From an optimization exercise on the open Yosys and OpenROAD flow, aimed at small area; shortcuts taken in it are not production practice.
RTL that was checked went through simulation tests only; none was proved equivalent to the original.
The clock port is modelled as an ideal driver; clocking choices that lean on that would not hold on a real chip.
Power is estimated from default activity; no workload was simulated.

==> module sine_reader, before the edit <==
module sine_reader(clk, reset, rst_phase, step_size, gen, sample);
   input clk, reset, rst_phase, gen;
   input [19:0] step_size;
   output [15:0] sample;
   reg rst_d, gen_d, carry;
   reg [21:0] acc_phase;
   wire [10:0] lo_next;
   wire [10:0] hi_sum;
   wire lo_co;
   rca #(11) u_lo(.a(rst_d ? 11'd0 : acc_phase[10:0]), .b(gen ? step_size[10:0] : 11'd0),
                  .ci(1'b0), .s(lo_next), .co(lo_co));
   rca #(11) u_hi(.a(acc_phase[21:11]), .b(gen_d ? {2'b00, step_size[19:11]} : 11'd0),
                  .ci(gen_d & carry), .s(hi_sum), .co());
   always @(posedge clk) begin
      rst_d <= rst_phase;
      gen_d <= gen;
      carry <= lo_co;
      acc_phase <= {rst_d ? 11'd0 : hi_sum, lo_next};
   end
   wire h = acc_phase[20];
   wire [10:0] n_next;
   inc #(11) u_ninc(.a({1'b0, acc_phase[19:10] ^ {10{h}}}), .ci(h), .s(n_next));
   reg sgn;
   reg [10:0] n;
   always @(posedge clk) begin
      if (reset) sgn <= 1'b0;
      else if (gen) sgn <= acc_phase[21] & ~rst_d;
      if (gen) n <= n_next;
   end
   wire [3:0] seg = n[10:7];
   wire [7:0] xs = {n[6:0], 1'b0};
   reg [1:0] stage;
   reg [2:0] sub;
   reg [18:0] acc;
   reg [18:0] p;
   wire done = (stage == 2'd3) & (sub == 3'd1);
   wire load = (sub == 3'd0) & (stage != 2'd3);
   wire [19:0] coef;
   sine_rom coef_rom(.seg(seg), .sel(stage), .coef(coef));
   wire [19:0] opb = (sub == 3'd0) ? coef : (xs[sub] ? {acc[18], acc} : 20'd0);
   wire [19:0] sum;
   rca #(20) u_add(.a({p[18], p}), .b(opb), .ci(1'b0), .s(sum), .co());
   wire [4:0] cnt1;
   inc #(5) u_cinc(.a({stage, sub}), .ci(1'b1), .s(cnt1));
   always @(posedge clk)
      if (reset) begin
         stage <= 2'd3;
         sub <= 3'd1;
         p <= 19'd0;
      end else if (gen) begin
         stage <= 2'd0;
         sub <= 3'd0;
         p <= 19'd0;
      end else if (~done) begin
         {stage, sub} <= cnt1;
         if (load) begin
            acc <= sum[18:0];
            p <= 19'd0;
         end else
            p <= sum[19:1];
      end
   assign sample = {sgn, p[18:4] ^ {15{sgn}}};
endmodule
==> module codec_conditioner, before the edit <==
module codec_conditioner(clk, reset, new_sample_in, generate_next_sample, New_Frame, valid_sample);
   input clk;
   input reset;
   input [15:0] new_sample_in;
   output generate_next_sample;
   input New_Frame;
   output [15:0] valid_sample;
   reg previous_new_frame;
   reg reset_d;
   reg [15:0] current;
   always @(posedge clk) begin
      previous_new_frame <= New_Frame;
      reset_d <= reset;
      current <= valid_sample;
   end
   assign generate_next_sample = New_Frame & ~previous_new_frame;
   assign valid_sample = (generate_next_sample | reset_d) ? new_sample_in : current;
endmodule
Settings: LEC_CHECK=0, ABC_AREA=1, CAP_MARGIN=20, CORE_MARGIN=2, CORE_UTILIZATION=40, CTS_BUF_LIST=sky130_fd_sc_hd__clkbuf_8, GPL_TIMING_DRIVEN=0, SLEW_MARGIN=20; clock period 10.0 ns.
standard.sh (not shown) runs the stock make flow with config.mk's settings and CLKGATE_MAP_FILE= SYNTH_SCRIPT=/design/flow/synth_recipe.tcl, a recipe that flattens the netlist after the stock synthesis.
==> flow/flow/run.sh <==
#!/bin/bash
# Own layout flow: the standard flow (standard.sh) with these changes:
#  - synthesis maps with an area-oriented ABC script (flow/abc_area.script);
#  - synthesis extracts only full adders (extract_fa -fa): half adders are
#    left to ABC, which maps incrementers and comparators better than fixed
#    half-adder cells (and leaves none whose sum output ends up unused);
#  - port buffers are the smallest buffer (buf_1) instead of the default pick;
#  - CTS inserts no dummy loads, and clock buffers whose sinks see a slew
#    over 100 ps after CTS are upsized (flow/post_cts.tcl);
# Registers, floorplan, power grid, tap cells, repair and routing are the
# standard flow's.  Each tool's output goes to the ORFS logs under orfs/logs;
# make's own output goes to flow_make.log here.
set -euo pipefail
S=$PWD/scripts_area
rm -rf "$S"
cp -r "$FLOW_HOME/scripts" "$S"
cp flow/abc_area.script "$S/abc_area.script"
grep -q '^  extract_fa {\*}\[dont_use_extract_fa_args\]$' "$S/synth.tcl"
sed -i 's/^  extract_fa {\*}\[dont_use_extract_fa_args\]$/  extract_fa -fa/' "$S/synth.tcl"
grep -q '^  extract_fa -fa$' "$S/synth.tcl"
bash standard.sh SCRIPTS_DIR="$S" \
  BUFFER_PORTS_ARGS="-buffer_cell sky130_fd_sc_hd__buf_1" \
  CTS_ARGS="-sink_clustering_enable -repair_clock_nets -dont_use_dummy_load -buf_list sky130_fd_sc_hd__clkbuf_8" \
  POST_CTS_TCL="$PWD/flow/post_cts.tcl" \
  finish > flow_make.log 2>&1
==> flow/flow/abc_area.script <==
strash
&get -n
&deepsyn -J 100
&put
amap
topo
==> flow/flow/post_cts.tcl <==
estimate_parasitics -placement
set upsized 0
foreach inst [[ord::get_db_block] getInsts] {
  set master [[$inst getMaster] getName]
  if {$master ne "sky130_fd_sc_hd__clkbuf_8"} { continue }
  set name [$inst getName]
  set out [get_pins -of_objects [get_cells $name] -filter "direction==output"]
  set net [get_nets -of_objects $out]
  set worst 0.0
  foreach pin [get_pins -of_objects $net -filter "direction==input"] {
    foreach e {rise fall} {
      set s [get_property $pin slew_max_$e]
      if {$s > $worst} { set worst $s }
    }
  }
  if {$worst > 0.100} {
    puts "post_cts: $name worst sink slew [format %.3f $worst] ns, upsizing to clkbuf_16"
    replace_cell $name sky130_fd_sc_hd__clkbuf_16
    incr upsized
  }
}
puts "post_cts: upsized $upsized clock buffers"
if {$upsized > 0} {
  detailed_placement
  check_placement -verbose
  estimate_parasitics -placement
}
The starting point went through all stages and came out clean.
Next try:
--- a/flow/design.v
+++ b/flow/design.v
@@ -682,17 +682,20 @@
    end
    wire h = acc_phase[20];
    wire [10:0] n_next;
    inc #(11) u_ninc(.a({1'b0, acc_phase[19:10] ^ {10{h}}}), .ci(h), .s(n_next));
    reg sgn;
    reg [10:0] n;
-   always @(posedge clk) begin
-      if (reset) sgn <= 1'b0;
-      else if (gen) sgn <= acc_phase[21] & ~rst_d;
-      if (gen) n <= n_next;
-   end
+   always @(posedge clk)
+      if (reset) begin
+         sgn <= 1'b0;
+         n <= 11'd0;
+      end else if (gen) begin
+         sgn <= acc_phase[21] & ~rst_d;
+         n <= n_next;
+      end
    wire [3:0] seg = n[10:7];
    wire [7:0] xs = {n[6:0], 1'b0};
    reg [1:0] stage;
    reg [2:0] sub;
    reg [18:0] acc;
    reg [18:0] p;
@@ -703,17 +706,13 @@
    wire [19:0] opb = (sub == 3'd0) ? coef : (xs[sub] ? {acc[18], acc} : 20'd0);
    wire [19:0] sum;
    rca #(20) u_add(.a({p[18], p}), .b(opb), .ci(1'b0), .s(sum), .co());
    wire [4:0] cnt1;
    inc #(5) u_cinc(.a({stage, sub}), .ci(1'b1), .s(cnt1));
    always @(posedge clk)
-      if (reset) begin
-         stage <= 2'd3;
-         sub <= 3'd1;
-         p <= 19'd0;
-      end else if (gen) begin
+      if (reset | gen) begin
          stage <= 2'd0;
          sub <= 3'd0;
          p <= 19'd0;
       end else if (~done) begin
          {stage, sub} <= cnt1;
          if (load) begin
@@ -800,21 +799,19 @@
    input reset;
    input [15:0] new_sample_in;
    output generate_next_sample;
    input New_Frame;
    output [15:0] valid_sample;
    reg previous_new_frame;
-   reg reset_d;
    reg [15:0] current;
    always @(posedge clk) begin
-      previous_new_frame <= New_Frame;
-      reset_d <= reset;
-      current <= valid_sample;
+      previous_new_frame <= reset ? 1'b0 : New_Frame;
+      current <= reset ? 16'd0 : valid_sample;
    end
    assign generate_next_sample = New_Frame & ~previous_new_frame;
-   assign valid_sample = (generate_next_sample | reset_d) ? new_sample_in : current;
+   assign valid_sample = generate_next_sample ? new_sample_in : current;
 endmodule
 module music_player(clk, reset, play_button, next, New_Frame, sample_out, play, song);
    input clk;
    input reset;
    input play_button;
    input next;
- clock skew is lower by 0.0045 ns
- worst setup slack is worse by 0.065 ns
- total power is lower by about a fifth
- area after synthesis is higher slightly
- count of clock-buffer cells in the layout does not change
- die area is higher slightly
- maximum frequency is lower slightly
- final area is lower slightly
- sequential power is lower by a few percent
- hold slack is worse by 0.0060 ns
- register-to-register slack is worse by 0.07 ns
- global-route usage is higher by 1.2 points
- synthesized cell count is higher by a few percent
- via count is higher by a few percent
No functional check of the RTL was part of the first run of this note.

-- port drivers added, routing unchanged --
The results above use ideal ports. As a check the final layouts listed here were re-extracted and re-timed, cells and wires unchanged. Step 1 (the two cells are an assumption about what drives the block):
set clk [get_ports {clk}]
set_driving_cell -lib_cell sky130_fd_sc_hd__clkbuf_16 $clk
set_driving_cell -lib_cell sky130_fd_sc_hd__buf_2 [delete_from_list [all_inputs] $clk]
Step 2 adds t to the input delays and takes it off the output delays; t is the mean of the earliest and latest rising clock arrival at the registers after step 1. Input paths then give back, and output paths get back, about the clock's delay inside the block. Three values: ideal ports, drivers, drivers and shift; two values: the first two.
run | shift t [ns] | setup WS [ns] | worst register clock-pin slew, ns
the first run | 0.421 | 0.474 / 0.474 / 0.474 | 0.09 / 0.09
the second run | 0.422 | 0.409 / 0.409 / 0.409 | 0.10 / 0.10
After both steps setup and hold are still met in every run listed.
